This design comes from an exercise in tuning for small area, a short achievable clock period and few clock cycles on the open sky130 flow, not from production work. Function was checked by simulation only, so behaviour that the tests miss may differ from the original. Power and IR drop assume default switching activity.

## run.sh

```bash
#!/bin/bash
# synth_recipe.tcl (not shown) runs the flow's synth.tcl, then flattens the netlist and writes it again
# the make line also repeats each setting of config.mk as NAME=value (left out here)
make -C /OpenROAD-flow-scripts/flow DESIGN_CONFIG=/design/flow/config.mk WORK_HOME=/design/flow/orfs CLKGATE_MAP_FILE= SYNTH_SCRIPT=/design/flow/synth_recipe.tcl finish
```

## config.mk

```make
export PLATFORM = sky130hd
export DESIGN_NAME = GenTrianglePoints
export DESIGN_NICKNAME = GenTrianglePoints
export VERILOG_FILES = /design/flow/design.v
export SDC_FILE = /design/flow/constraint.sdc
export NUM_CORES = 4
export LEC_CHECK = 0
export CAP_MARGIN = 30
export CORE_MARGIN = 2
export CORE_UTILIZATION = 30
export SLEW_MARGIN = 20
```

## constraint.sdc

```tcl
create_clock -name core_clock -period 24.0 [get_ports {i_clk}]
set_input_delay 4.8000 -clock core_clock [delete_from_list [all_inputs] [get_ports {i_clk}]]
set_output_delay 4.8000 -clock core_clock [all_outputs]
set_load 0.01 [all_outputs]
```

## design.v

```verilog
`default_nettype none
module GenTrianglePoints(
   i_clk, i_rst, i_start, i_v1, i_v2, i_v3,
   o_write, o_done, o_point
);
   parameter SCREEN_WIDTH = 640;
   parameter SCREEN_HEIGHT = 480;
   input         i_clk, i_rst, i_start;
   input [63:0]  i_v1, i_v2, i_v3;  
   output reg    o_write;
   output        o_done;
   output [31:0] o_point;           
   reg st_idle, st_dx, st_dy, st_box, st_mul, st_row, st_walk, st_sweep, st_down;
   reg [10:0] px, py;     
   reg        dir;        
   reg        rsf;        
   reg        hb;         
   reg [3:0]  pos;        
   reg        cxa0, cxa1, cxa2;   
   reg        cya0, cya1, cya2;   
   reg        cxr0, cxr1, cxr2;   
   reg        cyr0, cyr1, cyr2;   
   reg        cn0, cn1, cn2;      
   reg        cdbl, cpass;        
   reg        cdx, cdy;           
   reg [32:0] w0, w1, w2;
   function [32:0] ilv;
      input [14:0] fy, fx;
      integer i;
      begin
         ilv[32:30] = 3'b000;
         for (i = 0; i < 15; i = i + 1) begin
            ilv[2*i+1] = fy[i];
            ilv[2*i]   = fx[i];
         end
      end
   endfunction
   function [14:0] dly;    
      input [32:0] fw;
      integer i;
      for (i = 0; i < 15; i = i + 1) dly[i] = fw[2*i+3];
   endfunction
   function [14:0] dlx;    
      input [32:0] fw;
      integer i;
      for (i = 0; i < 15; i = i + 1) dlx[i] = fw[2*i+2];
   endfunction
   wire signed [14:0] vx0 = dlx(w0), vx1 = dlx(w1), vx2 = dlx(w2);
   wire signed [14:0] vy0 = dly(w0), vy1 = dly(w1), vy2 = dly(w2);
   reg [10:0] x, y, xlo, xhi, yhi;
   reg        yhm;        
   reg signed [15:0] mx0, mx1, mx2, my0, my1, my2;    
   reg signed [31:0] e0, e1, e2;
   wire signed [14:0] minxf = (~mx0[15] & mx2[15]) ? vx0 : ((mx0[15] & ~mx1[15]) ? vx1 : vx2);
   wire signed [14:0] minyf = (~my0[15] & my2[15]) ? vy0 : ((my0[15] & ~my1[15]) ? vy1 : vy2);
   wire signed [14:0] maxyf = (my0[15] & ~my2[15]) ? vy0 : ((~my0[15] & my1[15]) ? vy1 : vy2);
   wire signed [14:0] fminx = minxf >>> 4;
   wire signed [14:0] fminy = minyf >>> 4;
   wire signed [14:0] fmaxy = maxyf >>> 4;
   wire signed [11:0] cminx = fminx[11:0] + {11'd0, |minxf[3:0]};
   wire signed [11:0] cminy = fminy[11:0] + {11'd0, |minyf[3:0]};
   wire signed [11:0] cmaxy = fmaxy[11:0] + {11'd0, |maxyf[3:0]};
   wire signed [11:0] bx0 = cminx[11] ? 12'sd0 : cminx;
   wire signed [11:0] by0 = cminy[11] ? 12'sd0 : cminy;
   wire signed [11:0] bx1 = (bx0 > SCREEN_WIDTH - 1) ? bx0 : SCREEN_WIDTH - 1;
   wire signed [11:0] ymx = {yhm, yhi};
   wire signed [11:0] mxy = (ymx > SCREEN_HEIGHT) ? SCREEN_HEIGHT : ymx;
   wire signed [11:0] y0s = {1'b0, y};
   wire signed [11:0] by1 = (mxy > y0s) ? mxy - 12'sd1 : y0s;
   function [19:0] opnd;
      input [15:0] fx, fy;
      input        xa, ya, xr, yr;
      opnd = ({fx, 4'd0} & {20{xa}}) | ({fy, 4'd0} & {20{ya}}) |
             ({{4{fx[15]}}, fx} & {20{xr}}) | ({{4{fy[15]}}, fy} & {20{yr}});
   endfunction
   wire [19:0] mb0 = opnd(mx0, my0, cxa0, cya0, cxr0, cyr0) ^ {20{cn0}};
   wire [19:0] mb1 = opnd(mx1, my1, cxa1, cya1, cxr1, cyr1) ^ {20{cn1}};
   wire [19:0] mb2 = opnd(mx2, my2, cxa2, cya2, cxr2, cyr2) ^ {20{cn2}};
   wire [31:0] a0 = ({e0[30:0], 1'b0} & {32{cdbl}}) | (e0 & {32{cpass}}) |
                    ({{16{mx1[15]}}, mx1} & {32{cdx}}) | ({{16{my1[15]}}, my1} & {32{cdy}});
   wire [31:0] a1 = ({e1[30:0], 1'b0} & {32{cdbl}}) | (e1 & {32{cpass}}) |
                    ({{16{mx2[15]}}, mx2} & {32{cdx}}) | ({{16{my2[15]}}, my2} & {32{cdy}});
   wire [31:0] a2 = ({e2[30:0], 1'b0} & {32{cdbl}}) | (e2 & {32{cpass}}) |
                    ({{16{mx0[15]}}, mx0} & {32{cdx}}) | ({{16{my0[15]}}, my0} & {32{cdy}});
   wire c0 = cn0;
   wire c1 = cn1;
   wire c2 = cn2;
   wire [31:0] b0w = {{12{mb0[19]}}, mb0};
   wire [31:0] b1w = {{12{mb1[19]}}, mb1};
   wire [31:0] b2w = {{12{mb2[19]}}, mb2};
   wire [32:0] t0 = {a0, c0} + {b0w, c0};
   wire [32:0] t1 = {a1, c1} + {b1w, c1};
   wire [32:0] t2 = {a2, c2} + {b2w, c2};
   wire signed [31:0] s0 = t0[32:1];
   wire signed [31:0] s1 = t1[32:1];
   wire signed [31:0] s2 = t2[32:1];
   wire [31:0] p0w = a0 ^ b0w;
   wire [31:0] p1w = a1 ^ b1w;
   wire [31:0] p2w = a2 ^ b2w;
   wire sg0 = p0w[31] ^ carry31(a0[30:0], b0w[30:0], c0);
   wire sg1 = p1w[31] ^ carry31(a1[30:0], b1w[30:0], c1);
   wire sg2 = p2w[31] ^ carry31(a2[30:0], b2w[30:0], c2);
   wire dyp0 = ~my0[15] & (|my0);
   wire dyp1 = ~my1[15] & (|my1);
   wire dyp2 = ~my2[15] & (|my2);
   wire dyn0 = my0[15];
   wire dyn1 = my1[15];
   wire dyn2 = my2[15];
   function carry31;
      input [30:0] fa, fb;
      input        fc;
      reg [31:0] g, p;
      reg [15:0] g1, p1;
      reg [7:0]  g2, p2;
      reg [3:0]  g3, p3;
      reg [1:0]  g4, p4;
      integer i;
      begin
         g = {fa & fb, fc};
         p = {fa ^ fb, 1'b0};
         for (i = 0; i < 16; i = i + 1) begin
            g1[i] = g[2*i+1] | (p[2*i+1] & g[2*i]);
            p1[i] = p[2*i+1] & p[2*i];
         end
         for (i = 0; i < 8; i = i + 1) begin
            g2[i] = g1[2*i+1] | (p1[2*i+1] & g1[2*i]);
            p2[i] = p1[2*i+1] & p1[2*i];
         end
         for (i = 0; i < 4; i = i + 1) begin
            g3[i] = g2[2*i+1] | (p2[2*i+1] & g2[2*i]);
            p3[i] = p2[2*i+1] & p2[2*i];
         end
         for (i = 0; i < 2; i = i + 1) begin
            g4[i] = g3[2*i+1] | (p3[2*i+1] & g3[2*i]);
            p4[i] = p3[2*i+1] & p3[2*i];
         end
         carry31 = g4[1] | (p4[1] & g4[0]);
      end
   endfunction
   function out_test;
      input        sg0, sg1, sg2;   
      input        towards;    
      input        p0, p1, p2, q0, q1, q2;  
      reg le0, le1, le2, ge0, ge1, ge2, nd0, nd1, nd2, ni0, ni1, ni2;
      begin
         le0 = sg0;  ge0 = ~sg0;
         le1 = sg1;  ge1 = ~sg1;
         le2 = sg2;  ge2 = ~sg2;
         nd0 = towards ? ~q0 : ~p0;  ni0 = towards ? ~p0 : ~q0;
         nd1 = towards ? ~q1 : ~p1;  ni1 = towards ? ~p1 : ~q1;
         nd2 = towards ? ~q2 : ~p2;  ni2 = towards ? ~p2 : ~q2;
         out_test = ((le0 & nd0) | (le1 & nd1) | (le2 & nd2)) &
                    ((ge0 & ni0) | (ge1 & ni1) | (ge2 & ni2));
      end
   endfunction
   wire is_in = (~e0[31] & (|e0) & ~e1[31] & (|e1) & ~e2[31] & (|e2)) |
                (e0[31] & e1[31] & e2[31]);
   wire bo_sum  = out_test(sg0, sg1, sg2, ~dir,
                           dyp0, dyp1, dyp2, dyn0, dyn1, dyn2);
   wire ao_sum  = out_test(sg0, sg1, sg2, dir,
                           dyp0, dyp1, dyp2, dyn0, dyn1, dyn2);
   wire [10:0] xb = dir ? xlo : xhi;           
   wire [10:0] xa = dir ? xhi : xlo;           
   wire at_b = (x == xb);
   wire at_a = (x == xa);
   wire last_row = (y == yhi);
   wire fwd_ok    = ~at_a & ~ao_sum;
   wire walk_stop = at_b | bo_sum;
   wire emit = is_in & (st_sweep | (st_row & rsf));
   assign o_done  = st_idle;
   assign o_point = {5'd0, py, 5'd0, px};
   wire cap = ~(st_dx | st_dy | st_box | st_mul | st_row | st_walk | st_sweep | st_down);
   wire mul_end  = st_mul & hb & (pos == 4'd0);
   wire row_fwd  = st_row & rsf & ~at_a;
   wire row_back = st_row & ~rsf;
   wire walk_mv  = st_walk & ~at_b;
   wire sw_fwd   = st_sweep & ~at_a;
   wire down_mv  = st_down;
   wire row_end  = (st_row & rsf & ~fwd_ok) | (st_sweep & ~fwd_ok);
   wire n_dx    = cap & i_start;
   wire n_dxc   = cap;                    
   wire n_dy    = st_dx;
   wire n_box   = st_dy;
   wire n_mul   = st_box | (st_mul & ~mul_end);
   wire n_row   = mul_end | down_mv;
   wire n_walk  = (st_row & ~rsf & ~bo_sum) | (st_walk & ~walk_stop);
   wire n_sweep = (st_row & rsf & fwd_ok) | (st_row & ~rsf & bo_sum) | (st_walk & walk_stop) |
                  (st_sweep & fwd_ok);
   wire n_down  = (row_end & ~last_row);
   wire n_idle  = (cap & ~i_start) | (row_end & last_row);
   wire n_dir = st_mul | (st_down ? ~dir : dir);
   wire n_rsf = st_mul | (st_down ? (at_a | ao_sum) : rsf);
   wire n_back = n_walk | (n_row & ~n_rsf);
   wire n_hb  = st_mul & ~hb;
   wire [3:0] n_pos = st_box ? 4'd14 : (hb ? pos - 4'd1 : pos);
   wire n_top = (n_pos == 4'd14);
   wire n_hi  = (n_pos >= 4'd4);
   wire nabit = (st_box ? by0[10] : (hb ? y[10] : x[10])) & n_hi;
   wire nb0 = w0[31];
   wire nb1 = w1[31];
   wire nb2 = w2[31];
   wire ndp0 = n_top ? (nabit | nb0) : (nabit & ~nb0);
   wire ndp1 = n_top ? (nabit | nb1) : (nabit & ~nb1);
   wire ndp2 = n_top ? (nabit | nb2) : (nabit & ~nb2);
   wire ndn0 = ~n_top & ~nabit & nb0;
   wire ndn1 = ~n_top & ~nabit & nb1;
   wire ndn2 = ~n_top & ~nabit & nb2;
   wire e_en  = st_mul | row_fwd | row_back | walk_mv | sw_fwd | down_mv;
   wire [10:0] x_inc = x + 11'd1;
   wire [10:0] x_dec = x - 11'd1;
   wire x_fwd_mv  = row_fwd | sw_fwd;
   wire x_back_mv = row_back | walk_mv;
   always @(posedge i_clk) begin
      if (e_en) begin
         e0 <= s0;  e1 <= s1;  e2 <= s2;
      end
      if (cap | st_dx) begin
         mx0 <= cap ? {i_v1[14], i_v1[14:0]} : s0[15:0];
         mx1 <= cap ? {i_v2[14], i_v2[14:0]} : s1[15:0];
         mx2 <= cap ? {i_v3[14], i_v3[14:0]} : s2[15:0];
      end
      if (cap | st_dy) begin
         my0 <= cap ? {i_v1[46], i_v1[46:32]} : s0[15:0];
         my1 <= cap ? {i_v2[46], i_v2[46:32]} : s1[15:0];
         my2 <= cap ? {i_v3[46], i_v3[46:32]} : s2[15:0];
      end
      if (cap) begin
         w0 <= ilv(i_v1[46:32], i_v1[14:0]);
         w1 <= ilv(i_v2[46:32], i_v2[14:0]);
         w2 <= ilv(i_v3[46:32], i_v3[14:0]);
      end else begin
         w0 <= w0 << 1;  w1 <= w1 << 1;  w2 <= w2 << 1;
      end
      if (st_box) begin
         xlo <= bx0[10:0];  xhi <= bx1[10:0];  {yhm, yhi} <= cmaxy;
      end
      if (st_box)
        x <= bx0[10:0];
      else if (st_mul & hb & (pos >= 4'd4))
        x <= {x[9:0], x[10]};
      else if (x_fwd_mv | x_back_mv)
        x <= (x_fwd_mv ^ dir) ? x_dec : x_inc;
      if (st_mul & ~hb & (pos == 4'd14)) yhi <= by1[10:0];
      if (st_box)
        y <= by0[10:0];
      else if (st_mul & ~hb & (pos >= 4'd4))
        y <= {y[9:0], y[10]};
      else if (down_mv)
        y <= y + 11'd1;
      if (st_box | st_mul) begin
         pos <= n_pos;
         hb <= n_hb;
      end
      dir <= n_dir;
      rsf <= n_rsf;
      o_write <= emit & ~i_rst;
      px <= x;
      py <= y;
      cdx <= n_dxc;
      cdy <= n_dy;
      if (n_dxc | n_dy) begin
         {cxa0, cxa1, cxa2} <= 3'b000;
         {cya0, cya1, cya2} <= 3'b000;
         {cxr0, cxr1, cxr2} <= {3{n_dxc}};
         {cyr0, cyr1, cyr2} <= {3{n_dy}};
         {cn0, cn1, cn2} <= 3'b111;
         cdbl  <= 1'b0;
         cpass <= 1'b0;
      end else if (n_mul) begin
         {cxa0, cxa1, cxa2} <= 3'b000;
         {cya0, cya1, cya2} <= 3'b000;
         cxr0 <= ~n_hb & (ndp0 | ndn0);
         cxr1 <= ~n_hb & (ndp1 | ndn1);
         cxr2 <= ~n_hb & (ndp2 | ndn2);
         cyr0 <= n_hb & (ndp0 | ndn0);
         cyr1 <= n_hb & (ndp1 | ndn1);
         cyr2 <= n_hb & (ndp2 | ndn2);
         cn0 <= n_hb ? ndp0 : ndn0;
         cn1 <= n_hb ? ndp1 : ndn1;
         cn2 <= n_hb ? ndp2 : ndn2;
         cdbl  <= ~n_hb & ~n_top;
         cpass <= n_hb;
      end else begin
         {cxa0, cxa1, cxa2} <= {3{n_down}};
         {cya0, cya1, cya2} <= {3{~n_down}};
         {cxr0, cxr1, cxr2} <= 3'b000;
         {cyr0, cyr1, cyr2} <= 3'b000;
         cn0 <= ~n_down & (n_back ^ n_dir);
         cn1 <= ~n_down & (n_back ^ n_dir);
         cn2 <= ~n_down & (n_back ^ n_dir);
         cdbl  <= 1'b0;
         cpass <= 1'b1;
      end
      st_dx    <= n_dx;
      st_dy    <= n_dy;
      st_box   <= n_box;
      st_mul   <= n_mul;
      st_row   <= n_row;
      st_walk  <= n_walk;
      st_sweep <= n_sweep;
      st_down  <= n_down;
      st_idle  <= n_idle;
      if (i_rst) begin
         st_idle <= 1'b1;  st_dx <= 1'b0;  st_dy <= 1'b0;  st_box <= 1'b0;  st_mul <= 1'b0;  st_row <= 1'b0;
         st_walk <= 1'b0;  st_sweep <= 1'b0;  st_down <= 1'b0;
      end
   end
endmodule
```

==> results of run 1 <==
## layer usage
layer,GRT usage,vias to the layer above,routed length (µm)
met3,0.0235,139,5550
li1,-,10158,-
met1,0.252,10380,35900
met4,0.0822,0,3920
met5,0,-,0
met2,0.302,820,38000
## worst paths after layout
kind	from	end	slack (ps)	cells after the start
setup reg to reg	dir$_DFF_P_	x[10]$_DFFE_PP_	18550	21
hold / removal	w1[1]$_DFF_P_	vx1[0]$_DFF_P_	430	2
hold reg to reg	w1[1]$_DFF_P_	vx1[0]$_DFF_P_	430	2
setup / recovery	px[4]$_DFF_P_	o_point[4]	17750	1
## sequential cells by signal (all words and copies together) (netlist names), 16 cells and up
name and flops:
e0 32, mx2 16, my1 16, my0 16
mx1 16, my2 16, e1 32, mx0 16
e2 32
## power groups by stage
stage	clock network (µW)	logic, µW	registers [µW]
floorplan	0	2150	1160
global placement	0	2820	1250
detailed placement	0	2830	1250
CTS	756	2850	1240
global route	778	3160	1260
finish	746	2880	1250
## layout make-up
type / instances / area, µm² / area share
tap: 1144 / 1430 / 0.0486
sequential: 398 / 10500 / 0.357
timing repair buffer: 152 / 1430 / 0.0485
multi-input combinational: 2102 / 14200 / 0.482
clock buffer: 62 / 1280 / 0.0436
inverter: 75 / 284 / 0.00965
clock inverter: 20 / 307 / 0.0104
## placed cells by master (no fill, tap or decap), drive strengths merged, types with 44 or more instances in the layout
cell	instances
nand2	453
edfxtp	253
xnor2	179
dfxtp	145
a21oi	136
nor2	126
ha	123
clkdlybuf4s50	116
a21o	109
a22oi	98
o21ai	94
mux2i	87
inv	78
clkbuf	62
a221o	57
a221oi	53
xor2	51
nor4	48
and2	47
a22o	44
## through the flow
stage | area, µm² | util
final | 29400 | 0.347
after global routing | 29400 | 0.347
after CTS | 29400 | 0.347
after detailed placement | 27800 | 0.329
after global placement | 27800 | 0.329
after floorplan | 25600 | -
## kinds of logic after synthesis
logic type | Yosys count
flip-flops | 398
XOR/XNOR | 231
multiplexers | 98
buffers and inverters | 231
AO/OA/AOI/OAI | 745
AND/OR/NAND/NOR | 894
other | 1
adder cells (fa/ha/maj) | 124
==> impl_metrics.yaml, run 1 <==
die:
  io_pins: 229
  die_area_mm2: 0.0876
  rows: 107
  fp.dieH_um: 296
  die_w_um: 296
  fp.coreArea_mm2: 0.0847
  start_util: 0.302
placed_design:
  dp_cells: 3871
  port-buffer-count: 116
  hpwlAfterDp_um: 63000
  dp_slack_ps: 18080
  gp_congestion: 0.937
synth:
  avgSynthCellArea_um2: 9.39
  synthArstFlopShare: 0
  synth-simple-area-share: 0.160
  synth_area_mm2: 0.0256
  synthAdderAreaFrac: 0.0610
  synth_edf_count: 253
  synth.most_common_cell: "nand2_1"
  synthTopCellsByCount: "nand2_1 (453), edfxtp_1 (253), xnor2_1 (176), dfxtp_1 (145), a21oi_1 (135)"
  synthFlopType: "edfxtp_1"
  synth_compound_area_frac: 0.212
  synth_warnings: 1
  synth_top_cell_area_share: 0.297
  seq_area_frac_synth: 0.411
  muxShareOfSynthArea: 0.0391
  ys_ff_latch: 398
  synthXorXnorAreaFrac: 0.0805
  synth_top_family_by_area: "compound AO/OA/AOI/OAI gates"
  yosys-top-cells-area: "edfxtp_1 (30%), dfxtp_1 (11%), nand2_1 (6.7%)"
  synth_cells: 2722
  yosys.cell_types.count: 84
  synth_top_area_cell: "edfxtp_1"
route:
  wirelength_um: 83400
  vias: 21497
  firstDrtPassIters: 6
  drt-wirelength-per-cell_um: 21.1
  drc: 0
  first_iter_violations: 2136
  routed_via_density: 5.44
  ant_nets: 0
layout:
  instances_no_fill: 3953
  area_delta_synth_final_pct: 15.1
  drive_gt1_frac: 0.0598
  finalNetCount: 3092
  fillers: 8580
  antenna_cells: 0
power:
  power_uw: 4870
  p_clk_frac: 0.153
  internal-power_uw: 2680
  p_sw_uw: 2190
  combPwrFrac: 0.592
  ir_drop_v: 0.0000782
  cellLeakagePower_uw: 0.0118
  sequentialPowerShare: 0.255
  power_density_mw_per_mm2: 166
  switching_share: 0.449
worst_hold_path:
  hp-class: "flop to flop"
clock_network:
  cts_resized: 0
  cts_max_level: 2
  cts_tree: "built"
  clk_latency_ps: 600
  cts_root_buf: "clkbuf_16"
  numCtsBuffers: 44
  cts.clk_slew.worst_paths_ps: 60
  cts_setup_buffers: 0
  cts_buffer_depth: 3
  postCtsHoldBufs: 0
  clock-sinks: 398
run_status:
  status: "timing/DRC/antenna clean"
timing:
  setup_viol: 0
  tns_ps: 0
  hold_viol: 0
  period_share: 0.260
  relSlewSlack: 0.365
  hold_ws_ps: 429
  skew_ps: 27.7
  rsz0062_at_grt: "false"
  fin_crit_ps: 6250
  tightest_slew_ps: 952
  max_freq_mhz: 160
  setup_ws_ps: 17750
  slew_viol_final: 0
critical_path:
  path_class: "flop to primary output"
  worstSetupEndpointType: "primary output"
  crit_buf_inv: 1
  crit_path_top_delay_cell: "clkdlybuf4s50_1"
  cp_data_arrival_time_ps: 1450
  critical-path-top-delay-family: "buffers and inverters"
  cp_cell_sequence: "clkdlybuf4s50_1"
  required_ps: 19200
  crit_path_max_fanout: 1
  slowest_delay_ps: 550
  worstSetupStartpointType: "flop"
job:
  cap_violations: 0
grt:
  grt_start_max_net_pins: 86
  antenna_found_initial: 1
  grt_usage: 0.187
  grt_pass1_vias: 20072
  grt_pass1_wl_um: 126000
  grt-ovfl-total: 0
Testbench counts, summed over its fixed seeds: cycles 177,487.
==> run 2: changes to the inputs <==
--- a/design.v
+++ b/design.v
@@ -48,5 +48,6 @@
    wire signed [14:0] vx0 = dlx(w0), vx1 = dlx(w1), vx2 = dlx(w2);
    wire signed [14:0] vy0 = dly(w0), vy1 = dly(w1), vy2 = dly(w2);
-   reg [10:0] x, y, xlo, xhi, yhi;
+   reg [10:0] x, y, xlo, yhi;
+   reg        xone;       
    reg        yhm;        
    reg signed [15:0] mx0, mx1, mx2, my0, my1, my2;    
@@ -63,5 +64,4 @@
    wire signed [11:0] bx0 = cminx[11] ? 12'sd0 : cminx;
    wire signed [11:0] by0 = cminy[11] ? 12'sd0 : cminy;
-   wire signed [11:0] bx1 = (bx0 > SCREEN_WIDTH - 1) ? bx0 : SCREEN_WIDTH - 1;
    wire signed [11:0] ymx = {yhm, yhi};
    wire signed [11:0] mxy = (ymx > SCREEN_HEIGHT) ? SCREEN_HEIGHT : ymx;
@@ -160,4 +160,5 @@
    wire ao_sum  = out_test(sg0, sg1, sg2, dir,
                            dyp0, dyp1, dyp2, dyn0, dyn1, dyn2);
+   wire [10:0] xhi = xone ? xlo : SCREEN_WIDTH - 1;
    wire [10:0] xb = dir ? xlo : xhi;           
    wire [10:0] xa = dir ? xhi : xlo;           
@@ -233,5 +234,5 @@
       end
       if (st_box) begin
-         xlo <= bx0[10:0];  xhi <= bx1[10:0];  {yhm, yhi} <= cmaxy;
+         xlo <= bx0[10:0];  xone <= (bx0 > SCREEN_WIDTH - 1);  {yhm, yhi} <= cmaxy;
       end
       if (st_box)
--- a/config.mk
+++ b/config.mk
@@ -9,3 +9,4 @@
 export CORE_MARGIN = 2
 export CORE_UTILIZATION = 30
+export CTS_BUF_LIST = sky130_fd_sc_hd__clkbuf_4
 export SLEW_MARGIN = 20
==> run 2 against run 1 <==
  * Combinational power shrank 4%
  * Critical path depth unchanged
  * Still clean
  * Worst hold slack got worse by 5.1 ps
  * Maximum frequency fell by 4.6%
  * Global-route usage is 0.80 points higher
  * Clock power is 13% lower
  * Sequential share of layout area decreased by 0.37 points
  * Wire length grew 2.1%
  * Sequential power about the same
  * Total power is 5.1% lower
==> impl_metrics.yaml, run 2 <==
grt:
  grt_usage: 0.195
  antenna_found_initial: 4
  grt_start_max_net_pins: 76
  grt_pass1_wl_um: 129000
  grt_pass1_vias: 21142
  grt-ovfl-total: 0
synth:
  ys_ff_latch: 388
  synth_warnings: 1
  synth_cells: 2746
  synth_area_mm2: 0.0252
  synthArstFlopShare: 0
  synthTopCellsByCount: "nand2_1 (483), edfxtp_1 (243), xnor2_1 (154), dfxtp_1 (145), nor2_1 (142)"
  synth_edf_count: 243
  synth.most_common_cell: "nand2_1"
  seq_area_frac_synth: 0.405
  yosys-top-cells-area: "edfxtp_1 (29%), dfxtp_1 (12%), nand2_1 (7.2%)"
  synth_top_cell_area_share: 0.290
  yosys.cell_types.count: 85
  synth_top_area_cell: "edfxtp_1"
  avgSynthCellArea_um2: 9.18
  synthFlopType: "edfxtp_1"
clock_network:
  cts_buffer_depth: 3
  cts_setup_buffers: 0
  cts.clk_slew.worst_paths_ps: 60
  postCtsHoldBufs: 0
  numCtsBuffers: 108
  clock-sinks: 388
  cts_root_buf: "clkbuf_4"
  clk_latency_ps: 930
  cts_resized: 0
  cts_tree: "built"
  cts_max_level: 3
timing:
  hold_ws_ps: 424
  relSlewSlack: 0.360
  tns_ps: 0
  skew_ps: 85.6
  rsz0062_at_grt: "false"
  max_freq_mhz: 153
  hold_viol: 0
  tightest_slew_ps: 952
  setup_viol: 0
  period_share: 0.273
  fin_crit_ps: 6550
  slew_viol_final: 0
critical_path:
  r2r_setup_slack_ps: 18530
  crit_path_max_fanout: 1
  cp_data_arrival_time_ps: 1750
  crit_path_top_delay_cell: "clkdlybuf4s50_1"
  critical-path-top-delay-family: "buffers and inverters"
  cp_cell_sequence: "clkdlybuf4s50_1"
  crit_buf_inv: 1
  worstSetupEndpointType: "primary output"
  required_ps: 19200
  slowest_delay_ps: 550
  path_class: "flop to primary output"
  worstSetupStartpointType: "flop"
layout:
  drive_gt1_frac: 0.0905
  final_cell_mix: "nand2_1 (482), edfxtp_1 (243), clkbuf_4 (166)"
  top_regs: "e0 x32, e1 x32, e2 x32"
  final_common_cell: "nand2_1"
  finalNetCount: 3171
  area_delta_synth_final_pct: 14.7
route:
  drt-wirelength-per-cell_um: 21.1
  wirelength_um: 85200
  ant_nets: 0
  firstDrtPassIters: 6
  vias: 22098
  routed_via_density: 5.48
  first_iter_violations: 2400
  drc: 0
power:
  cellLeakagePower_uw: 0.0115
  power_density_mw_per_mm2: 160
  ir_drop_v: 0.0000551
die:
  fp.coreArea_mm2: 0.0834
  die_w_um: 294
  die_area_mm2: 0.0864
  fp.dieH_um: 294
  io_pins: 229
  rows: 106
  start_util: 0.302
worst_hold_path:
  hp-class: "flop to flop"
placed_design:
  port-buffer-count: 116
  hpwlAfterDp_um: 63400
  gp_congestion: 0.927
run_status:
  status: "timing/DRC/antenna clean"
job:
  cap_violations: 0
run 2: final cells by class:
type / count / area, µm²
Timing Repair Buffer: 151 / 1450
Tap cell: 1080 / 1350
Clock inverter: 37 / 208
Multi-Input combinational cell: 2136 / 14200
Clock buffer: 166 / 1250
Sequential cell: 388 / 10200
Inverter: 71 / 269
Fill cell: 8538 / 54500
Antenna cell: 2 / 5.00
run 2: cells by family (layout without fill, tap and decap cells):
kind of cell / count (synthesis) / after routing / synth area share
flops: 388 / 388 / 0.405
compound gates: 765 / 765 / 0.217
simple gates: 933 / 933 / 0.168
xor+xnor: 218 / 218 / 0.0768
fa+ha+maj: 124 / 124 / 0.0615
other cells: 1 / 12 / 0.000149
buf+inv: 231 / 425 / 0.0362
mux: 86 / 86 / 0.0349
run 2: worst paths after layout:
kind | endpoint | cells after the start | start
worst max register to register | x[10]$_DFFE_PP_ | 20 | dir$_DFF_P_
worst min register to register | cdy$_DFF_P_ | 0 | st_dx$_SDFF_PP0_
worst min-delay path | cdy$_DFF_P_ | 0 | st_dx$_SDFF_PP0_
worst max-delay path | o_done | 1 | st_idle$_SDFF_PP1_
run 2: per-stage QoR:
step                worst slack [ps]  cell area (µm²)  cells  power [µW]  utilization
detailed placement             18080            27400   3825        3930        0.329
global route                   17370            28900   4031        4970        0.346
floorplan                      18740            25200   2755        3190            -
finish                         17450            28900   4031        4620        0.346
global placement               18100            27400   3824        3920        0.328
CTS                            17350            28900   4028        4600        0.346
run 2: report_power, final:
part	internal, µW	switching [µW]	leakage, µW
combinational	1120	1650	0.00713
sequential	1040	176	0.00354
clock	337	309	0.000870
run 2: worst register-to-register path: cells and delay by family, from the launching register on:
family / cells / cell delay, ps
simple gates: 5 / 1360
fa+ha+maj: 1 / 410
xor+xnor: 2 / 350
compound gates: 11 / 1960
flops: 1 / 810
buf+inv: 1 / 220
run 2: per-layer routing:
metal	GRT usage	vias up	routed length, µm
met5	0	-	13
met2	0.297	837	37100
met3	0.0346	175	6310
li1	-	10470	-
met1	0.269	10614	37900
met4	0.0912	2	3820
Testbench counts of run 2, summed over its fixed seeds: cycles 177,487.
==> run 3: changes to the inputs <==
==> flow/run.sh (new file) <==
#!/bin/bash
# The standard layout, with plain buffers (rather than delay buffers) on the ports.
set -euo pipefail
export BUFFER_PORTS_ARGS="-buffer_cell sky130_fd_sc_hd__buf_2"
bash standard.sh > standard.log 2>&1
==> standard.sh (new file) <==
#!/bin/bash
# synth_recipe.tcl (not shown) runs the flow's synth.tcl, then flattens the netlist and writes it again
# the make line also repeats each setting of config.mk as NAME=value (left out here)
make -C /OpenROAD-flow-scripts/flow DESIGN_CONFIG=/design/flow/config.mk WORK_HOME=/design/flow/orfs CLKGATE_MAP_FILE= SYNTH_SCRIPT=/design/flow/synth_recipe.tcl "${@:-finish}"
--- a/config.mk
+++ b/config.mk
@@ -9,4 +9,3 @@
 export CORE_MARGIN = 2
 export CORE_UTILIZATION = 30
-export CTS_BUF_LIST = sky130_fd_sc_hd__clkbuf_4
 export SLEW_MARGIN = 20
removed: run.sh
==> run 3 against run 2 <==
  * Register-to-register slack worse by 20 ps
  * Global-route usage is 0.47 points lower
  * Total power is 2.1% higher
  * Final cell count is 2.8% lower
  * Non-clock buffer count stayed put
  * Still clean
  * Critical path depth stayed put
  * Synthesized cell count stayed put
  * Largest cell class unchanged
  * Synthesized area stayed put
==> impl_metrics.yaml, run 3 <==
run_status:
  status: "timing/DRC/antenna clean"
timing:
  tns_ps: 0
  max_freq_mhz: 172
  skew_ps: 30.9
  tightest_slew_ps: 948
  slew_viol_final: 0
  fin_crit_ps: 5830
  rsz0062_at_grt: "false"
  relSlewSlack: 0.359
  hold_viol: 0
  period_share: 0.243
  setup_viol: 0
die:
  start_util: 0.302
  io_pins: 229
  die_w_um: 294
  die_area_mm2: 0.0864
  rows: 106
  fp.dieH_um: 294
  fp.coreArea_mm2: 0.0834
clock_network:
  cts_setup_buffers: 0
  numCtsBuffers: 46
  cts_resized: 0
  cts_tree: "built"
  cts.clk_slew.worst_paths_ps: 60
  postCtsHoldBufs: 0
  cts_root_buf: "clkbuf_16"
  clock-sinks: 388
  cts_max_level: 2
  clk_latency_ps: 600
  cts_buffer_depth: 3
critical_path:
  cp_cell_sequence: "buf_2"
  reg2reg_depth: 15
  required_ps: 19200
  path_class: "flop to primary output"
  cp_data_arrival_time_ps: 1030
  startpoint: "py[5]$_DFF_P_"
  worstSetupEndpointType: "primary output"
  r2r_start: "cpass$_SDFF_PP0_"
  crit_path_end: "o_point[21]"
  critical-path-top-delay-family: "flip-flops"
  crit_path_max_fanout: 1
  worstSetupStartpointType: "flop"
  crit_cells: 1
  crit_path_top_delay_cell: "dfxtp_1"
  crit_buf_inv: 1
  r2r_setup_slack_ps: 18510
  slowest_delay_ps: 320
  timing.rr.end: "e0[30]$_DFFE_PP_"
synth:
  synth_cells: 2746
  yosys.cell_types.count: 85
  yosys-top-cells-area: "edfxtp_1 (29%), dfxtp_1 (12%), nand2_1 (7.2%)"
  avgSynthCellArea_um2: 9.18
  seq_area_frac_synth: 0.405
  synth_area_mm2: 0.0252
  synth_edf_count: 243
  synth_top_area_cell: "edfxtp_1"
  synth_top_cell_area_share: 0.290
  synthFlopType: "edfxtp_1"
  ys_ff_latch: 388
  synth.most_common_cell: "nand2_1"
  synthTopCellsByCount: "nand2_1 (483), edfxtp_1 (243), xnor2_1 (154), dfxtp_1 (145), nor2_1 (142)"
  synthArstFlopShare: 0
  synth_warnings: 1
worst_hold_path:
  hp-class: "flop to flop"
placed_design:
  dp_cells: 3824
  gp_congestion: 0.922
  port-buffer-count: 116
  hpwlAfterDp_um: 62900
power:
  ir_drop_v: 0.0000611
  cellLeakagePower_uw: 0.0115
  power_density_mw_per_mm2: 166
grt:
  grt_pass1_vias: 20161
  grt_start_max_net_pins: 82
  grt_pass1_wl_um: 126000
  grt-ovfl-total: 0
  grt_usage: 0.191
  antenna_found_initial: 7
layout:
  final_common_cell: "nand2_1"
  top_regs: "e0 x32, e1 x32, e2 x32"
  instances_no_fill: 3918
  area_delta_synth_final_pct: 13.1
  finalNetCount: 3109
  seqCellArea_mm2: 0.0102
  drive_gt1_frac: 0.100
  fillers: 8550
  final_cell_mix: "nand2_1 (482), edfxtp_1 (243), xnor2_1 (154)"
  multi_input_area_mm2: 0.0142
route:
  drt-wirelength-per-cell_um: 21.6
  routed_via_density: 5.51
  vias: 21587
  firstDrtPassIters: 5
  drc: 0
  ant_nets: 0
  wirelength_um: 84500
  first_iter_violations: 2185
job:
  cap_violations: 0
## run 3: cells by family after synthesis
logic type | Yosys count | synth area share
adder cells (fa/ha/maj) | 124 | 0.0615
AND/OR/NAND/NOR | 933 | 0.168
AO/OA/AOI/OAI | 765 | 0.217
other | 1 | 0.000149
XOR/XNOR | 218 | 0.0768
buffers and inverters | 231 | 0.0362
multiplexers | 86 | 0.0349
flip-flops | 388 | 0.405
## run 3: how the worst min path moves through the flow
stage / slack [ps] / cells after the start / endpoint / startpoint
final: 420 / 2 / vx0[0]$_DFF_P_ / w0[1]$_DFF_P_
after detailed placement: 410 / 2 / vx2[0]$_DFF_P_ / w2[1]$_DFF_P_
after global routing: 440 / 2 / vx0[0]$_DFF_P_ / w0[1]$_DFF_P_
after global placement: 410 / 2 / vx0[0]$_DFF_P_ / w0[1]$_DFF_P_
after floorplan: 350 / 0 / px[10]$_DFF_P_ / x[10]$_DFFE_PP_
after CTS: 420 / 2 / w0[1]$_DFF_P_ / w0[0]$_SDFF_PN0_
## run 3: final cells by class
| type | instances | share of cell area |
|---|---|---|
| multi-input cells | 2136 | 0.496 |
| flip-flops and latches | 388 | 0.358 |
| clock buffers | 63 | 0.0484 |
| well taps | 1080 | 0.0474 |
| repair buffers | 151 | 0.0298 |
| clock inverters | 23 | 0.00987 |
| inverters | 71 | 0.00943 |
| diodes | 6 | 0.000527 |
## run 3: stage by stage
step	util	power [µW]	instance area (µm²)	hold slack, ps	setup slack, ps
floorplan	-	3190	25200	346	18740
global placement	0.321	3900	26800	410	18470
global route	0.342	5050	28500	437	18120
CTS	0.341	4690	28500	425	18130
finish	0.342	4720	28500	422	18170
detailed placement	0.321	3910	26800	407	18460
## run 3: power by group
part           internal [µW]  switching (µW)
clock network            459             305
logic                   1110            1630
registers               1040             177
## run 3: metal layers
metal / up-vias / routed length [µm] / track usage
met3: 156 / 6600 / 0.0343
li1: 10288 / - / -
met4: 4 / 3250 / 0.0730
met1: 10318 / 37400 / 0.263
met5: - / 16 / 0
met2: 821 / 37200 / 0.295
==> run 4: changes to the inputs <==
--- a/design.v
+++ b/design.v
@@ -212,4 +212,5 @@
    wire x_fwd_mv  = row_fwd | sw_fwd;
    wire x_back_mv = row_back | walk_mv;
+   wire x_up = dir ^ (st_walk | (st_row & ~rsf));
    always @(posedge i_clk) begin
       if (e_en) begin
@@ -241,5 +242,5 @@
         x <= {x[9:0], x[10]};
       else if (x_fwd_mv | x_back_mv)
-        x <= (x_fwd_mv ^ dir) ? x_dec : x_inc;
+        x <= x_up ? x_inc : x_dec;
       if (st_mul & ~hb & (pos == 4'd14)) yhi <= by1[10:0];
       if (st_box)
==> run 4 against run 3 <==
  * Worst hold slack improved by 7.5 ps
  * Flip-flop and latch count did not move
  * First-iteration DRC count fell by 6.8%
  * Global-route usage fell by 0.23 points
  * Die area fell by 1.2%
  * Cell area fell by 1.6%
  * Register-to-register slack got worse by 830 ps
  * Synthesized area fell by 1.2%
  * Count of clock-buffer cells in the layout fell by 5
  * Worst setup slack got worse by 490 ps
==> impl_metrics.yaml, run 4 <==
critical_path:
  r2r_start: "cxa0$_SDFF_PP0_"
  slowest_delay_ps: 640
  crit_path_top_delay_cell: "clkinv_1"
  reg2reg_depth: 17
  cp_data_arrival_time_ps: 6770
  timing.rr.end: "cn0$_SDFF_PP1_"
  crit_path_max_fanout: 48
  worstSetupStartpointType: "flop"
  required_ps: 24450
  cp_cell_sequence: "buf_4 > o21ai_0 > a21o_1 > nand2_1 > clkinv_1 > ha_1 > and2_1 > o211ai_1 > a221oi_1 > o211ai_1 > and2_1 > o311a_1 > a22o_1 > a32oi_1 > a2bb2oi_2 > xnor2_1 > a311o_1"
  r2r_setup_slack_ps: 17680
  worstSetupEndpointType: "flop"
  path_class: "flop to flop"
route:
  firstDrtPassIters: 8
  vias: 21511
  wirelength_um: 82500
  ant_nets: 0
  drc: 0
  routed_via_density: 5.57
  drt-wirelength-per-cell_um: 21.4
  first_iter_violations: 2037
synth:
  ys_ff_latch: 388
  yosys.cell_types.count: 82
  synth_edf_count: 243
  synthTopCellsByCount: "nand2_1 (482), edfxtp_1 (243), xnor2_1 (156), dfxtp_1 (145), a21oi_1 (141)"
  synth_top_cell_area_share: 0.293
  synth_warnings: 1
  synthFlopType: "edfxtp_1"
  synth.most_common_cell: "nand2_1"
  synth_area_mm2: 0.0249
  seq_area_frac_synth: 0.410
  synth_cells: 2701
  synth_top_area_cell: "edfxtp_1"
  yosys-top-cells-area: "edfxtp_1 (29%), dfxtp_1 (12%), nand2_1 (7.3%)"
  avgSynthCellArea_um2: 9.22
  synthArstFlopShare: 0
power:
  p_sw_uw: 2050
  cellLeakagePower_uw: 0.0114
  power_uw: 4610
  power_density_mw_per_mm2: 164
  sequentialPowerShare: 0.265
  switching_share: 0.445
  ir_drop_v: 0.0000627
  internal-power_uw: 2560
  combPwrFrac: 0.581
  p_clk_frac: 0.154
placed_design:
  port-buffer-count: 116
  gp_congestion: 0.926
  dp_cells: 3772
  hpwlAfterDp_um: 60700
  place_area_mm2: 0.0265
clock_network:
  cts.clk_slew.worst_paths_ps: 60
  cts_setup_buffers: 0
  numCtsBuffers: 44
  clock-sinks: 388
  cts_max_level: 2
  cts_root_buf: "clkbuf_16"
  postCtsHoldBufs: 0
  cts_tree: "built"
  clk_latency_ps: 580
  cts_buffer_depth: 3
  cts_resized: 0
layout:
  finalNetCount: 3060
  multi_input_area_mm2: 0.0139
  instances_no_fill: 3860
  final_common_cell: "nand2_1"
  final_area_mm2: 0.0281
  area_delta_synth_final_pct: 12.8
  fillers: 8432
  seqCellArea_mm2: 0.0102
  drive_gt1_frac: 0.0987
  final_cell_mix: "nand2_1 (480), edfxtp_1 (243), xnor2_1 (156)"
  top_regs: "e0 x32, e1 x32, e2 x32"
timing:
  max_freq_mhz: 158
  slew_viol_final: 0
  tightest_slew_ps: 1060
  tns_ps: 0
  skew_ps: 23.6
  fin_crit_ps: 6320
  hold_viol: 0
  setup_viol: 0
  relSlewSlack: 0.285
  hold_ws_ps: 430
  period_share: 0.263
  rsz0062_at_grt: "false"
worst_hold_path:
  hold_depth: 2
  min_to: "w0[1]$_DFF_P_"
  hold_start: "w0[0]$_SDFF_PN0_"
  hp-class: "flop to flop"
die:
  fp.dieH_um: 292
  fp.coreArea_mm2: 0.0821
  start_util: 0.303
  die_area_mm2: 0.0853
  rows: 105
  die_w_um: 292
  io_pins: 229
grt:
  grt-ovfl-total: 0
  antenna_found_initial: 11
  grt_start_max_net_pins: 88
  grt_pass1_wl_um: 124000
  grt_usage: 0.188
  grt_pass1_vias: 20101
job:
  cap_violations: 0
run_status:
  status: "timing/DRC/antenna clean"
[run 4: area by class of cell]
cell class                 count  area share
multi-input combinational   2097       0.495
sequential                   388       0.364
tap                         1070      0.0477
clock buffer                  58      0.0440
timing repair buffer         150      0.0304
clock inverter                24     0.00958
inverter                      68     0.00918
antenna                        5    0.000446
[run 4: how the worst max path moves through the flow]
stage / start / endpoint / slack [ps] / depth (start not counted)
global route: cyr0$_DFF_P_ / cn0$_SDFF_PP1_ / 17440 / 16
CTS: cyr0$_DFF_P_ / cn0$_SDFF_PP1_ / 17740 / 16
detailed placement: cyr0$_DFF_P_ / cn0$_SDFF_PP1_ / 17760 / 16
floorplan: i_v2[13] / mx1[13]$_DFFE_PP_ / 18710 / 1
finish: cxa0$_SDFF_PP0_ / cn0$_SDFF_PP1_ / 17680 / 17
global placement: cyr0$_DFF_P_ / cn0$_SDFF_PP1_ / 17770 / 16
[run 4: worst max-delay path: cells and delay by family, from the launching register on]
family / cells / cell delay, ps
xor+xnor: 1 / 170
buf+inv: 2 / 1160
fa+ha+maj: 1 / 630
compound gates: 10 / 3030
flops: 1 / 310
simple gates: 3 / 850
[run 4: power by group through the flow]
stage	logic [µW]	registers, µW	clock network, µW
5_1_grt	2930	1230	747
3_5_place_dp	2610	1230	0
4_1_cts	2630	1210	722
3_3_place_gp	2590	1220	0
6_report	2670	1220	710
2_1_floorplan	2020	1130	0
[run 4: kinds of logic after synthesis]
group,Yosys count,share of synthesized area
buf+inv,225,0.0359
flops,388,0.410
simple gates,921,0.168
mux,76,0.0314
other cells,1,0.000151
compound gates,756,0.219
xor+xnor,217,0.0769
fa+ha+maj,117,0.0590
[run 4: per-stage QoR]
step / worst slack [ps] / utilization
2_1_floorplan: 18710 / -
3_3_place_gp: 17770 / 0.323
3_5_place_dp: 17760 / 0.323
4_1_cts: 17740 / 0.341
5_1_grt: 17440 / 0.342
6_report: 17680 / 0.342
[run 4: layer usage]
metal	GRT usage	vias to the layer above	routed length, µm
li1	-	10104	-
met1	0.254	10371	35700
met2	0.291	842	36300
met3	0.0339	190	6090
met4	0.0919	4	4390
met5	0	-	23
Testbench counts of run 4, summed over its fixed seeds: cycles 177,487.
==> run 5: changes to the inputs <==
--- a/config.mk
+++ b/config.mk
@@ -9,3 +9,5 @@
 export CORE_MARGIN = 2
 export CORE_UTILIZATION = 30
+export CTS_CLUSTER_DIAMETER = 100
+export CTS_CLUSTER_SIZE = 30
 export SLEW_MARGIN = 20
==> run 5 against run 4 <==
  * Total power shrank 6.6%
  * Wire length down 1.2%
  * Synthesized cell count stayed put
  * Critical path type unchanged
  * First-iteration DRC count fell by 4.7%
  * Maximum frequency is 0.61% lower
  * Utilization is 1.1 points lower
  * Sequential power barely moved
  * Largest cell class unchanged
  * Clock power is 42% lower
  * Still clean on timing, DRC and antenna
  * Combinational power barely moved
==> impl_metrics.yaml, run 5 <==
clock_network:
  numCtsBuffers: 19
  cts_setup_buffers: 0
  clk_latency_ps: 580
  postCtsHoldBufs: 0
  cts_root_buf: "clkbuf_16"
  cts_resized: 0
  cts.clk_slew.worst_paths_ps: 120
  cts_max_level: 1
  clock-sinks: 388
  cts_tree: "built"
  cts_buffer_depth: 3
grt:
  grt_usage: 0.186
  grt-ovfl-total: 0
  grt_pass1_wl_um: 123000
  antenna_found_initial: 11
  grt_pass1_vias: 19806
  grt_start_max_net_pins: 88
synth:
  yosys.cell_types.count: 82
  synth_warnings: 1
  synth_top_cell_area_share: 0.293
  synth.most_common_cell: "nand2_1"
  synthArstFlopShare: 0
  synthFlopType: "edfxtp_1"
  synth_cells: 2701
  avgSynthCellArea_um2: 9.22
  synth_area_mm2: 0.0249
  yosys-top-cells-area: "edfxtp_1 (29%), dfxtp_1 (12%), nand2_1 (7.3%)"
  synth_edf_count: 243
  synth_top_area_cell: "edfxtp_1"
  ys_ff_latch: 388
  seq_area_frac_synth: 0.410
  synthTopCellsByCount: "nand2_1 (482), edfxtp_1 (243), xnor2_1 (156), dfxtp_1 (145), a21oi_1 (141)"
die:
  die_w_um: 292
  io_pins: 229
  start_util: 0.303
  fp.dieH_um: 292
  fp.coreArea_mm2: 0.0821
  rows: 105
  die_area_mm2: 0.0853
placed_design:
  gp_congestion: 0.926
  hpwlAfterDp_um: 60700
  dp_cells: 3772
  port-buffer-count: 116
power:
  power_density_mw_per_mm2: 158
  ir_drop_v: 0.0000591
  power_uw: 4300
  cellLeakagePower_uw: 0.0110
critical_path:
  r2r_start: "cxa0$_SDFF_PP0_"
  crit_path_max_fanout: 48
  critical-path-top-delay-family: "compound AO/OA/AOI/OAI gates"
  timing.rr.end: "cn0$_SDFF_PP1_"
  r2r_setup_slack_ps: 17640
  slowest_delay_ps: 640
  cp_cell_sequence: "buf_4 > o21ai_0 > nand3_1 > nand2_1 > clkinv_1 > ha_1 > and2_1 > o211ai_1 > a221oi_1 > o211ai_1 > and2_1 > o311a_1 > a22o_1 > a32oi_1 > a2bb2oi_2 > xnor2_1 > a311o_1"
  reg2reg_depth: 17
  required_ps: 24460
  crit_path_top_delay_cell: "clkinv_1"
  cp_data_arrival_time_ps: 6810
  worstSetupStartpointType: "flop"
  worstSetupEndpointType: "flop"
  crit_buf_inv: 2
  path_class: "flop to flop"
layout:
  finalNetCount: 3034
  drive_gt1_frac: 0.0852
  final_common_cell: "nand2_1"
  final_util: 0.331
  top_regs: "e0 x32, e1 x32, e2 x32"
  final_cell_mix: "nand2_1 (480), edfxtp_1 (243), xnor2_1 (156)"
  instances_no_fill: 3808
  area_delta_synth_final_pct: 9.08
route:
  wirelength_um: 81600
  ant_nets: 0
  routed_via_density: 5.56
  first_iter_violations: 1942
  drc: 0
  drt-wirelength-per-cell_um: 21.4
  vias: 21180
  firstDrtPassIters: 5
timing:
  rsz0062_at_grt: "false"
  tns_ps: 0
  skew_ps: 37.2
  hold_viol: 0
  hold_ws_ps: 438
  fin_crit_ps: 6360
  max_freq_mhz: 157
  period_share: 0.265
  tightest_slew_ps: 1080
  relSlewSlack: 0.274
  setup_viol: 0
  slew_viol_final: 0
worst_hold_path:
  hold_depth: 2
  min_to: "w0[1]$_DFF_P_"
  hold_start: "w0[0]$_SDFF_PN0_"
  hp-class: "flop to flop"
run_status:
  status: "timing/DRC/antenna clean"
job:
  cap_violations: 0
## run 5: worst min-delay path, delay by kind of cell (launching register included)
kind,cells,cell delay [ps]
flip-flops,1,320
AND/OR/NAND/NOR,2,90
## run 5: final cells by class
| class | count | area [µm²] |
|---|---|---|
| fillers | 8512 | 55000 |
| diodes | 3 | 7.51 |
| repair buffers | 149 | 826 |
| inverters | 68 | 258 |
| flip-flops and latches | 388 | 10200 |
| well taps | 1070 | 1340 |
| clock inverters | 9 | 103 |
| clock buffers | 24 | 519 |
| multi-input cells | 2097 | 13900 |
## run 5: worst max path at each step
stage / startpoint / endpoint / slack (ps) / cells past startpoint
after CTS: cyr0$_DFF_P_ / cn0$_SDFF_PP1_ / 17730 / 16
after global placement: cyr0$_DFF_P_ / cn0$_SDFF_PP1_ / 17770 / 16
after floorplan: i_v2[13] / mx1[13]$_DFFE_PP_ / 18710 / 1
after global routing: cya0$_SDFF_PP0_ / cn0$_SDFF_PP1_ / 17430 / 17
final: cxa0$_SDFF_PP0_ / cn0$_SDFF_PP1_ / 17640 / 17
after detailed placement: cyr0$_DFF_P_ / cn0$_SDFF_PP1_ / 17760 / 16
## run 5: through the flow
step	instance area, µm²	worst slack (ps)
floorplan	24900	18710
global placement	26500	17770
detailed placement	26500	17760
CTS	27100	17730
global route	27100	17430
finish	27200	17640
## run 5: power by group
group | internal [µW] | leakage, µW | switching [µW] | total, µW
Sequential | 1040 | 0.00354 | 181 | 1220
Combinational | 1100 | 0.00715 | 1570 | 2670
Clock | 165 | 0.000305 | 247 | 413
Total | 2300 | 0.0110 | 2000 | 4300
## run 5: cell families (layout without fill, tap and decap cells)
| family | after synthesis | after routing | synth area share |
|---|---|---|---|
| AO/OA/AOI/OAI | 756 | 756 | 0.219 |
| XOR/XNOR | 217 | 217 | 0.0769 |
| adder cells (fa/ha/maj) | 117 | 117 | 0.0590 |
| buffers and inverters | 225 | 250 | 0.0359 |
| flip-flops | 388 | 388 | 0.410 |
| multiplexers | 76 | 76 | 0.0314 |
| other | 1 | 13 | 0.000151 |
| AND/OR/NAND/NOR | 921 | 921 | 0.168 |
## run 5: routing by layer
layer / share of wire / global-route usage / up-vias
li1: - / - / 10010
met1: 0.43 / 0.254 / 10226
met2: 0.45 / 0.295 / 796
met3: 0.077 / 0.0264 / 142
met4: 0.042 / 0.0723 / 6
met5: 0.00033 / 0 / -
==> run 6: changes to the inputs <==
--- a/design.v
+++ b/design.v
@@ -52,5 +52,5 @@
    reg        yhm;        
    reg signed [15:0] mx0, mx1, mx2, my0, my1, my2;    
-   reg signed [31:0] e0, e1, e2;
+   reg signed [30:0] e0, e1, e2;
    wire signed [14:0] minxf = (~mx0[15] & mx2[15]) ? vx0 : ((mx0[15] & ~mx1[15]) ? vx1 : vx2);
    wire signed [14:0] minyf = (~my0[15] & my2[15]) ? vy0 : ((my0[15] & ~my1[15]) ? vy1 : vy2);
@@ -77,28 +77,28 @@
    wire [19:0] mb1 = opnd(mx1, my1, cxa1, cya1, cxr1, cyr1) ^ {20{cn1}};
    wire [19:0] mb2 = opnd(mx2, my2, cxa2, cya2, cxr2, cyr2) ^ {20{cn2}};
-   wire [31:0] a0 = ({e0[30:0], 1'b0} & {32{cdbl}}) | (e0 & {32{cpass}}) |
-                    ({{16{mx1[15]}}, mx1} & {32{cdx}}) | ({{16{my1[15]}}, my1} & {32{cdy}});
-   wire [31:0] a1 = ({e1[30:0], 1'b0} & {32{cdbl}}) | (e1 & {32{cpass}}) |
-                    ({{16{mx2[15]}}, mx2} & {32{cdx}}) | ({{16{my2[15]}}, my2} & {32{cdy}});
-   wire [31:0] a2 = ({e2[30:0], 1'b0} & {32{cdbl}}) | (e2 & {32{cpass}}) |
-                    ({{16{mx0[15]}}, mx0} & {32{cdx}}) | ({{16{my0[15]}}, my0} & {32{cdy}});
+   wire [30:0] a0 = ({e0[29:0], 1'b0} & {31{cdbl}}) | (e0 & {31{cpass}}) |
+                    ({{15{mx1[15]}}, mx1} & {31{cdx}}) | ({{15{my1[15]}}, my1} & {31{cdy}});
+   wire [30:0] a1 = ({e1[29:0], 1'b0} & {31{cdbl}}) | (e1 & {31{cpass}}) |
+                    ({{15{mx2[15]}}, mx2} & {31{cdx}}) | ({{15{my2[15]}}, my2} & {31{cdy}});
+   wire [30:0] a2 = ({e2[29:0], 1'b0} & {31{cdbl}}) | (e2 & {31{cpass}}) |
+                    ({{15{mx0[15]}}, mx0} & {31{cdx}}) | ({{15{my0[15]}}, my0} & {31{cdy}});
    wire c0 = cn0;
    wire c1 = cn1;
    wire c2 = cn2;
-   wire [31:0] b0w = {{12{mb0[19]}}, mb0};
-   wire [31:0] b1w = {{12{mb1[19]}}, mb1};
-   wire [31:0] b2w = {{12{mb2[19]}}, mb2};
-   wire [32:0] t0 = {a0, c0} + {b0w, c0};
-   wire [32:0] t1 = {a1, c1} + {b1w, c1};
-   wire [32:0] t2 = {a2, c2} + {b2w, c2};
-   wire signed [31:0] s0 = t0[32:1];
-   wire signed [31:0] s1 = t1[32:1];
-   wire signed [31:0] s2 = t2[32:1];
-   wire [31:0] p0w = a0 ^ b0w;
-   wire [31:0] p1w = a1 ^ b1w;
-   wire [31:0] p2w = a2 ^ b2w;
-   wire sg0 = p0w[31] ^ carry31(a0[30:0], b0w[30:0], c0);
-   wire sg1 = p1w[31] ^ carry31(a1[30:0], b1w[30:0], c1);
-   wire sg2 = p2w[31] ^ carry31(a2[30:0], b2w[30:0], c2);
+   wire [30:0] b0w = {{11{mb0[19]}}, mb0};
+   wire [30:0] b1w = {{11{mb1[19]}}, mb1};
+   wire [30:0] b2w = {{11{mb2[19]}}, mb2};
+   wire [31:0] t0 = {a0, c0} + {b0w, c0};
+   wire [31:0] t1 = {a1, c1} + {b1w, c1};
+   wire [31:0] t2 = {a2, c2} + {b2w, c2};
+   wire signed [30:0] s0 = t0[31:1];
+   wire signed [30:0] s1 = t1[31:1];
+   wire signed [30:0] s2 = t2[31:1];
+   wire [30:0] p0w = a0 ^ b0w;
+   wire [30:0] p1w = a1 ^ b1w;
+   wire [30:0] p2w = a2 ^ b2w;
+   wire sg0 = p0w[30] ^ carry31({1'b1, a0[29:0]}, {1'b0, b0w[29:0]}, c0);
+   wire sg1 = p1w[30] ^ carry31({1'b1, a1[29:0]}, {1'b0, b1w[29:0]}, c1);
+   wire sg2 = p2w[30] ^ carry31({1'b1, a2[29:0]}, {1'b0, b2w[29:0]}, c2);
    wire dyp0 = ~my0[15] & (|my0);
    wire dyp1 = ~my1[15] & (|my1);
@@ -154,6 +154,6 @@
       end
    endfunction
-   wire is_in = (~e0[31] & (|e0) & ~e1[31] & (|e1) & ~e2[31] & (|e2)) |
-                (e0[31] & e1[31] & e2[31]);
+   wire is_in = (~e0[30] & (|e0) & ~e1[30] & (|e1) & ~e2[30] & (|e2)) |
+                (e0[30] & e1[30] & e2[30]);
    wire bo_sum  = out_test(sg0, sg1, sg2, ~dir,
                            dyp0, dyp1, dyp2, dyn0, dyn1, dyn2);
@@ -212,5 +212,4 @@
    wire x_fwd_mv  = row_fwd | sw_fwd;
    wire x_back_mv = row_back | walk_mv;
-   wire x_up = dir ^ (st_walk | (st_row & ~rsf));
    always @(posedge i_clk) begin
       if (e_en) begin
@@ -242,5 +241,5 @@
         x <= {x[9:0], x[10]};
       else if (x_fwd_mv | x_back_mv)
-        x <= x_up ? x_inc : x_dec;
+        x <= (x_fwd_mv ^ dir) ? x_dec : x_inc;
       if (st_mul & ~hb & (pos == 4'd14)) yhi <= by1[10:0];
       if (st_box)
--- a/config.mk
+++ b/config.mk
@@ -9,5 +9,4 @@
 export CORE_MARGIN = 2
 export CORE_UTILIZATION = 30
-export CTS_CLUSTER_DIAMETER = 100
-export CTS_CLUSTER_SIZE = 30
+export PLACE_DENSITY = 0.8
 export SLEW_MARGIN = 20
==> run 6 against run 5 <==
  * Worst setup slack better by 520 ps
  * Largest power group unchanged
  * Still clean on timing, DRC and antenna
  * Sequential share of layout area is 1.0 points lower
  * Synthesized cell count is 0.70% lower
  * Largest cell class unchanged
  * Utilization is 0.76 points higher
==> impl_metrics.yaml, run 6 <==
die:
  fp.coreArea_mm2: 0.0817
  fp.dieH_um: 291
  io_pins: 229
  die_w_um: 291
  rows: 105
  start_util: 0.302
  die_area_mm2: 0.0846
critical_path:
  timing.rr.end: "e2[30]$_DFFE_PP_"
  critical-path-top-delay-family: "flip-flops"
  worstSetupStartpointType: "flop"
  path_class: "flop to primary output"
  crit_path_max_fanout: 1
  cp_cell_sequence: "buf_2"
  crit_buf_inv: 1
  slowest_delay_ps: 350
  crit_path_top_delay_cell: "dfxtp_1"
  worstSetupEndpointType: "primary output"
  r2r_setup_slack_ps: 18660
  required_ps: 19200
  cp_data_arrival_time_ps: 1040
  reg2reg_depth: 16
  r2r_start: "cdbl$_SDFF_PP0_"
route:
  wirelength_um: 78100
  drt-wirelength-per-cell_um: 20.4
  vias: 21522
  drc: 0
  firstDrtPassIters: 6
  routed_via_density: 5.61
  first_iter_violations: 2584
  ant_nets: 0
clock_network:
  cts_max_level: 2
  numCtsBuffers: 39
  cts_buffer_depth: 3
  cts_root_buf: "clkbuf_16"
  cts.clk_slew.worst_paths_ps: 70
  cts_setup_buffers: 0
  postCtsHoldBufs: 0
  clock-sinks: 385
  cts_resized: 0
  cts_tree: "built"
  clk_latency_ps: 560
timing:
  relSlewSlack: 0.250
  hold_viol: 0
  period_share: 0.243
  hold_ws_ps: 430
  tightest_slew_ps: 1120
  max_freq_mhz: 171
  slew_viol_final: 0
  setup_viol: 0
  rsz0062_at_grt: "false"
  skew_ps: 25.0
  tns_ps: 0
  fin_crit_ps: 5840
grt:
  grt_start_max_net_pins: 92
  antenna_found_initial: 7
  grt_pass1_vias: 20345
  grt-ovfl-total: 0
  grt_usage: 0.178
  grt_pass1_wl_um: 119000
synth:
  synth_warnings: 1
  synth_edf_count: 240
  seq_area_frac_synth: 0.410
  ys_ff_latch: 385
  avgSynthCellArea_um2: 9.20
  synth_top_area_cell: "edfxtp_1"
  synth_top_cell_area_share: 0.292
  synthFlopType: "edfxtp_1"
  synthTopCellsByCount: "nand2_1 (484), edfxtp_1 (240), xnor2_1 (148), dfxtp_1 (145), nor2_1 (140)"
  synthArstFlopShare: 0
  synth_cells: 2682
  yosys.cell_types.count: 84
  synth_area_mm2: 0.0247
  yosys-top-cells-area: "edfxtp_1 (29%), dfxtp_1 (12%), nand2_1 (7.4%)"
  synth.most_common_cell: "nand2_1"
power:
  switching_share: 0.454
  sequentialPowerShare: 0.262
  p_sw_uw: 2080
  combPwrFrac: 0.600
  power_density_mw_per_mm2: 166
  p_clk_frac: 0.138
  ir_drop_v: 0.0000771
  cellLeakagePower_uw: 0.0113
  internal-power_uw: 2510
placed_design:
  port-buffer-count: 116
  hpwlAfterDp_um: 58800
  gp_congestion: 1.00
layout:
  area_delta_synth_final_pct: 12.0
  final_cell_mix: "nand2_1 (482), edfxtp_1 (240), xnor2_1 (148)"
  final_common_cell: "nand2_1"
  finalNetCount: 3047
  drive_gt1_frac: 0.0957
  top_regs: "e0 x31, e1 x31, e2 x31"
worst_hold_path:
  hold_depth: 2
  min_to: "vx1[0]$_DFF_P_"
  hold_start: "w1[1]$_DFF_P_"
  hp-class: "flop to flop"
run_status:
  status: "timing/DRC/antenna clean"
job:
  cap_violations: 0
==> run 6: layout make-up <==
type                       instances  area [µm²]
sequential                       385       10100
multi-input combinational       2079       13700
inverter                          74         280
clock buffer                      52        1120
clock inverter                    18         175
timing repair buffer             152         891
tap                             1070        1340
fill                            8238       54100
antenna                            3        7.51
==> run 6: how the worst max path moves through the flow <==
stage	startpoint	to	slack, ps	depth (start not counted)
final	o_write$_DFF_P_	o_write	18160	1
after global placement	i_v3[14]	mx2[14]$_DFFE_PP_	18470	3
after floorplan	i_rst	st_walk$_SDFF_PP0_	18650	2
after global routing	st_idle$_SDFF_PP1_	o_done	18110	1
after detailed placement	i_v3[14]	mx2[14]$_DFFE_PP_	18470	3
after CTS	o_write$_DFF_P_	o_write	18090	1
==> run 6: layer usage <==
layer  vias up  track usage  share of wire
met2      1056        0.292           0.46
met3       245       0.0347          0.091
met4        12        0.106          0.067
met5         -            0         0.0010
li1       9995            -              -
met1     10214        0.216           0.38
==> run 6: metrics by stage <==
| step | area [µm²] | utilization | total power, µW | setup slack, ps | instances |
|---|---|---|---|---|---|
| finish | 27600 | 0.338 | 4590 | 18160 | 3833 |
| global route | 27600 | 0.338 | 4890 | 18110 | 3832 |
| CTS | 27600 | 0.337 | 4530 | 18090 | 3826 |
| detailed placement | 26300 | 0.321 | 3880 | 18470 | 3756 |
| global placement | 26300 | 0.321 | 3810 | 18470 | 3755 |
| floorplan | 24700 | - | 3210 | 18650 | 2691 |
==> run 6: power groups by stage <==
stage          Clock [µW]  Combinational (µW)  Sequential [µW]
3_5_place_dp            0                2670             1210
4_1_cts               640                2690             1190
6_report              636                2760             1200
5_1_grt               661                3020             1210
3_3_place_gp            0                2610             1200
2_1_floorplan           0                2080             1130
==> run 6: logic make-up (layout without fill, tap and decap cells) <==
family	Yosys count	after routing	share of synthesized area
AND/OR/NAND/NOR	922	922	0.169
AO/OA/AOI/OAI	753	753	0.221
flip-flops	385	385	0.410
buffers and inverters	227	296	0.0375
XOR/XNOR	210	210	0.0757
adder cells (fa/ha/maj)	121	121	0.0616
multiplexers	63	63	0.0258
other	1	13	0.000152
Testbench counts of run 6, summed over its fixed seeds: cycles 177,487.

==> separate check: timing with driven ports <==
How much do the figures lean on ideal ports? The routed layouts below were timed once more, with nothing changed but the port constraints.
Step 1 sets driving cells, clkbuf_16 on the clock port and buf_2 on the other inputs (assumed; they add their load-dependent delay and slew).
Step 2 times the ports against the registers' clock, not the clock port: input delays grow and output delays shrink by t, the midpoint of the rising clock arrivals with the driver on.
Three values: no drivers, after step 1, after step 2; two values: the first two.
run | t (ns) | setup WS [ns] | slew at the worst register clock pin (ns)
run 1 | 0.650 | 17.752 / 17.685 / 18.044 | 0.07 / 0.07
run 2 | 0.955 | 17.451 / 17.385 / 18.075 | 0.08 / 0.08
run 3 | 0.647 | 18.171 / 18.104 / 18.440 | 0.06 / 0.06
run 4 | 0.641 | 17.681 / 17.681 / 17.681 | 0.07 / 0.07
run 5 | 0.628 | 17.642 / 17.642 / 17.642 | 0.12 / 0.12
run 6 | 0.607 | 18.164 / 18.106 / 18.451 | 0.07 / 0.07
After both steps every run listed still meets setup and hold.
